Source: an optimization exercise on an open RTL-to-GDS flow (aim: small area and a short achievable clock period). Production flows keep margins and buffers that such runs may drop.
Function was checked by simulation only, so behaviour that the tests miss may differ from the original.
Power and IR drop assume default switching activity.

## cedar
==> module complex_multiplier, before the edit <==
module complex_multiplier
(
	input clk, rst,
	input in_valid,
	input [31:0] x_real, x_imag, y_real, y_imag,
	output out_valid,
	output [31:0] xy_real, xy_imag
);
	reg [8:0] valid_pipe;
	always @(posedge clk) begin
		if (rst)
			valid_pipe <= 9'b0;
		else
			valid_pipe <= {valid_pipe[7:0], in_valid};
	end
	assign out_valid = valid_pipe[8];
	reg [31:0] xr, xi, yr, yi;
	reg xr_h, xi_h, yr_h, yi_h;		 
	reg [12:0] yr_one, yr_two, yi_one, yi_two;
	always @(posedge clk) begin
		xr <= x_real;
		xi <= x_imag;
		yr <= y_real;
		yi <= y_imag;
		xr_h <= |x_real[30:23];
		xi_h <= |x_imag[30:23];
		yr_h <= |y_real[30:23];
		yi_h <= |y_imag[30:23];
		yr_one <= booth_one(y_real);
		yr_two <= booth_two(y_real);
		yi_one <= booth_one(y_imag);
		yi_two <= booth_two(y_imag);
	end
	wire [31:0] rr, ri, ir, ii;
	pipelined_fpu_mul_eff mrr(.clk(clk), .a(xr), .a_h(xr_h), .b(yr), .b_h(yr_h), .b_one(yr_one), .b_two(yr_two), .s(rr));
	pipelined_fpu_mul_eff mri(.clk(clk), .a(xr), .a_h(xr_h), .b(yi), .b_h(yi_h), .b_one(yi_one), .b_two(yi_two), .s(ri));
	pipelined_fpu_mul_eff mir(.clk(clk), .a(xi), .a_h(xi_h), .b(yr), .b_h(yr_h), .b_one(yr_one), .b_two(yr_two), .s(ir));
	pipelined_fpu_mul_eff mii(.clk(clk), .a(xi), .a_h(xi_h), .b(yi), .b_h(yi_h), .b_one(yi_one), .b_two(yi_two), .s(ii));
	fpu_adder realpart(.clk(clk), .a_d(rr), .b_d(ii), .sub(1'b1), .s(xy_real));
	fpu_adder imagpart(.clk(clk), .a_d(ri), .b_d(ir), .sub(1'b0), .s(xy_imag));
	function [25:0] booth_digits;
		input [31:0] f;
		reg [26:0] m;
		integer i;
		begin
			m = {2'b00, |f[30:23], f[22:0], 1'b0};
			for (i = 0; i < 13; i = i + 1) begin
				booth_digits[i] = m[2*i+1] ^ m[2*i];
				booth_digits[13+i] = (m[2*i+2] & ~m[2*i+1] & ~m[2*i]) | (~m[2*i+2] & m[2*i+1] & m[2*i]);
			end
		end
	endfunction
	function [12:0] booth_one;
		input [31:0] f;
		booth_one = booth_digits(f) >> 0;
	endfunction
	function [12:0] booth_two;
		input [31:0] f;
		booth_two = booth_digits(f) >> 13;
	endfunction
endmodule
Settings: LEC_CHECK=0, ABC_AREA=1, CAP_MARGIN=20, CORE_MARGIN=2, CORE_UTILIZATION=62, CTS_CLUSTER_DIAMETER=200, CTS_CLUSTER_SIZE=18, SLEW_MARGIN=20; clock period 21.0 ns.
standard.sh (not shown) runs the stock make flow with config.mk's settings and CLKGATE_MAP_FILE= SYNTH_SCRIPT=/design/flow/synth_recipe.tcl, a recipe that flattens the netlist after the stock synthesis.
==> flow/flow/run.sh <==
#!/bin/bash
# Layout flow: the standard layout (standard.sh: unchanged synthesis and
# ORFS steps, the design's SDC and clock period) with two ORFS settings given
# to make on its command line:
#  - BUFFER_PORTS_ARGS: the buffers ORFS puts on the input and output ports at
#    global placement are sky130_fd_sc_hd__buf_4 rather than the buffer it
#    picks by default (sky130_fd_sc_hd__clkdlybuf4s50_1, a slow delay cell);
#  - SETUP_SLACK_MARGIN: ORFS's repair_timing steps (after CTS and after global
#    routing) aim for 15.65 ns of setup slack instead of 0, so they also size
#    and buffer the slowest register-to-register paths (the clock period and
#    constraints are unchanged).
# make's full output goes to standard.log here; each ORFS step keeps its own
# log under orfs/logs/.
set -euo pipefail
bash standard.sh \
  "BUFFER_PORTS_ARGS=-buffer_cell sky130_fd_sc_hd__buf_4" \
  "SETUP_SLACK_MARGIN=15.65" \
  finish > standard.log 2>&1
Inputs modified between cedar and maple:
diff --git a/flow/design.v b/flow/design.v
--- a/flow/design.v
+++ b/flow/design.v
@@ -3043,5 +3043,5 @@
 	reg [31:0] xr, xi, yr, yi;
 	reg xr_h, xi_h, yr_h, yi_h;		 
-	reg [12:0] yr_one, yr_two, yi_one, yi_two;
+	wire [12:0] yr_one, yr_two, yi_one, yi_two;
 	always @(posedge clk) begin
 		xr <= x_real;
@@ -3053,9 +3053,9 @@
 		yr_h <= |y_real[30:23];
 		yi_h <= |y_imag[30:23];
-		yr_one <= booth_one(y_real);
-		yr_two <= booth_two(y_real);
-		yi_one <= booth_one(y_imag);
-		yi_two <= booth_two(y_imag);
 	end
+	assign yr_one = booth_one({yr_h, yr[22:0]});
+	assign yr_two = booth_two({yr_h, yr[22:0]});
+	assign yi_one = booth_one({yi_h, yi[22:0]});
+	assign yi_two = booth_two({yi_h, yi[22:0]});
 	wire [31:0] rr, ri, ir, ii;
 	pipelined_fpu_mul_eff mrr(.clk(clk), .a(xr), .a_h(xr_h), .b(yr), .b_h(yr_h), .b_one(yr_one), .b_two(yr_two), .s(rr));
@@ -3066,9 +3066,9 @@
 	fpu_adder imagpart(.clk(clk), .a_d(ri), .b_d(ir), .sub(1'b0), .s(xy_imag));
 	function [25:0] booth_digits;
-		input [31:0] f;
+		input [23:0] f;
 		reg [26:0] m;
 		integer i;
 		begin
-			m = {2'b00, |f[30:23], f[22:0], 1'b0};
+			m = {2'b00, f, 1'b0};
 			for (i = 0; i < 13; i = i + 1) begin
 				booth_digits[i] = m[2*i+1] ^ m[2*i];
@@ -3078,9 +3078,9 @@
 	endfunction
 	function [12:0] booth_one;
-		input [31:0] f;
+		input [23:0] f;
 		booth_one = booth_digits(f) >> 0;
 	endfunction
 	function [12:0] booth_two;
-		input [31:0] f;
+		input [23:0] f;
 		booth_two = booth_digits(f) >> 13;
 	endfunction
--- outcome ---
Delta (maple minus cedar): count of routing violations after the opening detailed-route iteration higher; clock network power share has decreased; minimum clock period increased by 0.12 ns relative to the old numbers. Post-route clock period utilization up 0.56 points in maple wrt cedar. On layout net count, maple and cedar are neck and neck.


Setup of run 1:
complex_multiplier, a different RTL version from the one above (not shown whole).
Size in the first run: ~17000 cells after synthesis, ~1500 flip-flops, ~200 I/O pins, roughly 130000 um^2 of cells after synthesis.
==> module pipelined_fpu_mul_eff, before the edit <==
module pipelined_fpu_mul_eff
(
	input clk,
	input [31:0] a, b,
	input a_h, b_h,			 
	input [12:0] b_one, b_two,
	output [31:0] s
);
	wire [7:0] ea = a[30:23];
	wire [7:0] eb = b[30:23];
	wire a_expo_is_00 = ~a_h;
	wire b_expo_is_00 = ~b_h;
	wire a_expo_is_ff = &ea;
	wire b_expo_is_ff = &eb;
	wire a_frac_is_00 = ~|a[22:0];
	wire b_frac_is_00 = ~|b[22:0];
	wire a_is_inf = a_expo_is_ff & a_frac_is_00;
	wire a_is_nan = a_expo_is_ff & ~a_frac_is_00;
	wire a_is_0 = a_expo_is_00 & a_frac_is_00;
	wire b_is_inf = b_expo_is_ff & b_frac_is_00;
	wire b_is_nan = b_expo_is_ff & ~b_frac_is_00;
	wire b_is_0 = b_expo_is_00 & b_frac_is_00;
	wire is_nan = a_is_nan | b_is_nan | (a_is_inf & b_is_0) | (b_is_inf & a_is_0);
	wire is_inf = a_is_inf | b_is_inf;
	wire [21:0] nan_frac = (a[21:0] > b[21:0]) ? a[21:0] : b[21:0];
	wire [23:0] a_frac24 = {~a_expo_is_00, a[22:0]};
	wire [23:0] b_frac24 = {~b_expo_is_00, b[22:0]};
	wire [12:0] b_neg = {1'b0, b_frac24[23], b_frac24[21], b_frac24[19], b_frac24[17], b_frac24[15],
		b_frac24[13], b_frac24[11], b_frac24[9], b_frac24[7], b_frac24[5], b_frac24[3], b_frac24[1]};
	wire [47:0] ra, rb;
	mant_mul24 mm(.x(a_frac24), .one(b_one), .two(b_two), .neg(b_neg), .ra(ra), .rb(rb));
	wire [8:0] S = {1'b0, ea[7:1], ea[0] | a_expo_is_00} + {1'b0, eb[7:1], eb[0] | b_expo_is_00};
	wire [5:0] lzs = lzc24(a_frac24) + lzc24(b_frac24);
	reg [47:0] ra_q, rb_q;
	reg [8:0] S_q;
	reg [5:0] lzs_q;
	reg sign_q, nan_q, inf_q;
	always @(posedge clk) begin
		ra_q <= ~{ra[47:22], is_nan ? nan_frac : ra[21:0]};
		rb_q <= ~{rb[47:22], is_nan ? 22'h0 : rb[21:0]};
		S_q <= S;
		lzs_q <= lzs;
		sign_q <= a[31] ^ b[31];
		nan_q <= is_nan;
		inf_q <= is_inf;
	end
	wire [47:0] nz;
	add48 cpa(.a(ra_q), .b(rb_q), .s(nz));
	wire [47:0] z = ~nz;
	wire [9:0] rA = 10'd535 - lzs_q;
	wire [9:0] rB = 10'd663 - S_q;
	wire [9:0] rM = (rA > rB) ? rA : rB;
	wire [6:0] r = ~rM[9] ? 7'd0 : (rM[8:7] != 2'b00) ? 7'd127 : rM[6:0];
	wire [9:0] EmL = {1'b0, S_q} + 10'd385 - lzs_q;
	wire [8:0] Eb = (EmL < 10'd513) ? 9'd1 : EmL[8:0];
	wire L0 = (lzs_q == 6'd0);
	wire fA1 = L0 & (S_q == 9'd126);
	wire fA2 = L0 & (S_q < 9'd126);
	reg [47:0] z_q;
	reg [6:0] r_q;
	reg [8:0] Eb_q;
	reg fA1_q, fA2_q, sign_q2, nan_q2, inf_q2;
	always @(posedge clk) begin
		z_q <= z;
		r_q <= r;
		Eb_q <= Eb;
		fA1_q <= fA1;
		fA2_q <= fA2;
		sign_q2 <= sign_q;
		nan_q2 <= nan_q;
		inf_q2 <= inf_q;
	end
	wire [70:0] zz = {z_q, 23'h0} >> r_q;
	wire [47:0] y = zz[47:0];
	wire zA = fA1_q & z_q[47];
	wire [46:0] frac0 = zA ? z_q[47:1] : y[47] ? y[47:1] : y[46:0];
	wire frac_plus_1 = frac0[2] & (frac0[1] | frac0[0] | frac0[3]);
	wire [8:0] exp0 = zA ? 9'h0 : (y[47] | y[46]) ? Eb_q + y[47] : 9'h0;
	reg [23:0] fh_q;
	reg [8:0] e0_q;
	reg p1_q, sign_q3, nan_q3, inf_q3, ovfA_q3;
	always @(posedge clk) begin
		fh_q <= nan_q2 ? {2'b00, z_q[21:0]} : frac0[46:23];
		p1_q <= frac_plus_1 & ~nan_q2;
		e0_q <= exp0;
		sign_q3 <= sign_q2;
		nan_q3 <= nan_q2;
		inf_q3 <= inf_q2;
		ovfA_q3 <= fA2_q & z_q[47];
	end
	wire [24:0] frac_round = {1'b0, fh_q} + p1_q;
	wire [8:0] exp1 = frac_round[24] ? e0_q + 9'h1 : e0_q;
	wire overflow = (e0_q >= 9'h0ff) | (exp1 >= 9'h0ff) | ovfA_q3;
	reg [31:0] prod;
	always @(posedge clk) begin
		if (nan_q3)
			prod <= {1'b1, 8'hff, 1'b1, frac_round[21:0]};
		else if (overflow | inf_q3)
			prod <= {sign_q3, 8'hff, 23'h0};
		else
			prod <= {sign_q3, exp1[7:0], frac_round[22:0]};
	end
	assign s = prod;
	function [4:0] lzc24;
		input [23:0] v;
		reg [31:0] w;
		reg [15:0] z1;
		reg [15:0] c1;
		reg [7:0] z2;
		reg [15:0] c2;
		reg [3:0] z3;
		reg [11:0] c3;
		reg [1:0] z4;
		reg [7:0] c4;
		integer g;
		begin
			w = {v, 8'hff};
			for (g = 0; g < 16; g = g + 1) begin
				z1[g] = ~(w[2*g+1] | w[2*g]);
				c1[g] = ~w[2*g+1];
			end
			for (g = 0; g < 8; g = g + 1) begin
				z2[g] = z1[2*g+1] & z1[2*g];
				c2[2*g +: 2] = z1[2*g+1] ? {1'b1, c1[2*g]} : {1'b0, c1[2*g+1]};
			end
			for (g = 0; g < 4; g = g + 1) begin
				z3[g] = z2[2*g+1] & z2[2*g];
				c3[3*g +: 3] = z2[2*g+1] ? {1'b1, c2[2*(2*g) +: 2]} : {1'b0, c2[2*(2*g+1) +: 2]};
			end
			for (g = 0; g < 2; g = g + 1) begin
				z4[g] = z3[2*g+1] & z3[2*g];
				c4[4*g +: 4] = z3[2*g+1] ? {1'b1, c3[3*(2*g) +: 3]} : {1'b0, c3[3*(2*g+1) +: 3]};
			end
			lzc24 = z4[1] ? {1'b1, c4[3:0]} : {1'b0, c4[7:4]};
		end
	endfunction
endmodule
export LEC_CHECK = 0
export ABC_AREA = 1
export CAP_MARGIN = 20
export CORE_MARGIN = 2
export CORE_UTILIZATION = 55
export CTS_CLUSTER_DIAMETER = 200
export CTS_CLUSTER_SIZE = 18
export SLEW_MARGIN = 20
create_clock -name core_clock -period 21.0 [get_ports {clk}]
==> flow/flow/run.sh <==
#!/bin/bash
# Layout flow: the standard layout (standard.sh, unchanged synthesis and
# ORFS steps), except that the buffers ORFS puts on the input and output ports
# at global placement are sky130_fd_sc_hd__buf_4 rather than the buffer it
# picks by default (sky130_fd_sc_hd__clkdlybuf4s50_1, a slow delay cell).
# make's full output goes to standard.log here; each ORFS step keeps its own
# log under orfs/logs/.
set -euo pipefail
bash standard.sh "BUFFER_PORTS_ARGS=-buffer_cell sky130_fd_sc_hd__buf_4" finish > standard.log 2>&1
diff inputs: run 1 => run 2
diff --git a/flow/design.v b/flow/design.v
--- a/flow/design.v
+++ b/flow/design.v
@@ -166,9 +166,9 @@
 	wire b_is_nan = b_expo_is_ff & ~b_frac_is_00;
 	wire b_is_0 = b_expo_is_00 & b_frac_is_00;
 	wire is_nan = a_is_nan | b_is_nan | (a_is_inf & b_is_0) | (b_is_inf & a_is_0);
 	wire is_inf = a_is_inf | b_is_inf;
-	wire [21:0] nan_frac = (a[21:0] > b[21:0]) ? a[21:0] : b[21:0];
+	wire nan_a = (a[21:0] > b[21:0]);
 	wire [23:0] a_frac24 = {~a_expo_is_00, a[22:0]};
 	wire [23:0] b_frac24 = {~b_expo_is_00, b[22:0]};
 	wire [12:0] b_neg = {1'b0, b_frac24[23], b_frac24[21], b_frac24[19], b_frac24[17], b_frac24[15],
 		b_frac24[13], b_frac24[11], b_frac24[9], b_frac24[7], b_frac24[5], b_frac24[3], b_frac24[1]};
@@ -178,12 +178,13 @@
 	wire [5:0] lzs = lzc24(a_frac24) + lzc24(b_frac24);
 	reg [47:0] ra_q, rb_q;
 	reg [8:0] S_q;
 	reg [5:0] lzs_q;
-	reg sign_q, nan_q, inf_q;
+	reg sign_q, nan_q, inf_q, nan_a_q;
 	always @(posedge clk) begin
-		ra_q <= ~{ra[47:22], is_nan ? nan_frac : ra[21:0]};
-		rb_q <= ~{rb[47:22], is_nan ? 22'h0 : rb[21:0]};
+		ra_q <= ~{is_nan ? a[21:0] : ra[47:26], ra[25:0]};
+		rb_q <= ~{is_nan ? b[21:0] : rb[47:26], rb[25:0]};
+		nan_a_q <= nan_a;
 		S_q <= S;
 		lzs_q <= lzs;
 		sign_q <= a[31] ^ b[31];
 		nan_q <= is_nan;
@@ -205,9 +206,9 @@
 	reg [6:0] r_q;
 	reg [8:0] Eb_q;
 	reg fA1_q, fA2_q, sign_q2, nan_q2, inf_q2;
 	always @(posedge clk) begin
-		z_q <= z;
+		z_q <= {z[47:22], ~(nan_q ? (nan_a_q ? ra_q[47:26] : rb_q[47:26]) : nz[21:0])};
 		r_q <= r;
 		Eb_q <= Eb;
 		fA1_q <= fA1;
 		fA2_q <= fA2;
--- outcome ---
- Run 2 vs. run 1: detailed-route wire length went down by about 2%.
- Run 2 vs run 1: detail-routed net length per standard cell down by a few percent
- No stage failed in run 2, and the final checks on the layout all came back clean.
- Diff run 2..run 1 | clock network fraction of total power | negligible
- Run 2 vs run 1: number of buffers outside the clock class in the layout up by a few percent
- [compare] base=run 1 new=run 2: total non-filler cell area in the finished layout increased 1.0%; fraction of power consumed by combinational cells decreased 0.4 points.
- For the total met3 wirelength after detailed routing, run 2 came in 9.6% lower than run 1 did.
- The slowest cell on the critical path comes out sky130_fd_sc_hd__inv_1 in one run and sky130_fd_sc_hd__dfxtp_1 in the other, namely in run 1 and run 2 respectively.

## what the ideal ports hide
No port has a modelled driver above. Below, the same layouts with a new extraction and two added sets of constraints. Step 1 (the two cells are an assumption about what drives the block):
set clk [get_ports {clk}]
set_driving_cell -lib_cell sky130_fd_sc_hd__clkbuf_16 $clk
set_driving_cell -lib_cell sky130_fd_sc_hd__buf_2 [delete_from_list [all_inputs] $clk]
Step 2 also shifts input and output timing later by t, the mid clock arrival at the registers, as if the neighbouring blocks saw the same clock. a / b / c = ideal ports / drivers / drivers and shift; a / b = the first two.
run	t, ns	slack for setup (ns)	worst setup path at the end	worst data-port slew with drivers (ns)
cedar	0.905	15.563 / 15.459 / 15.501	input to register	0.15
maple	0.917	15.446 / 15.446 / 15.446	register to register	0.09
run 1	0.928	15.422 / 15.422 / 15.422	register to register	0.18
run 2	0.900	15.542 / 15.428 / 15.325	input to register	0.10
After both steps setup and hold are still met in every run listed. For run 2, which loses most, drivers alone change the setup slack by -0.114 ns; drivers and shift together by -0.217 ns.
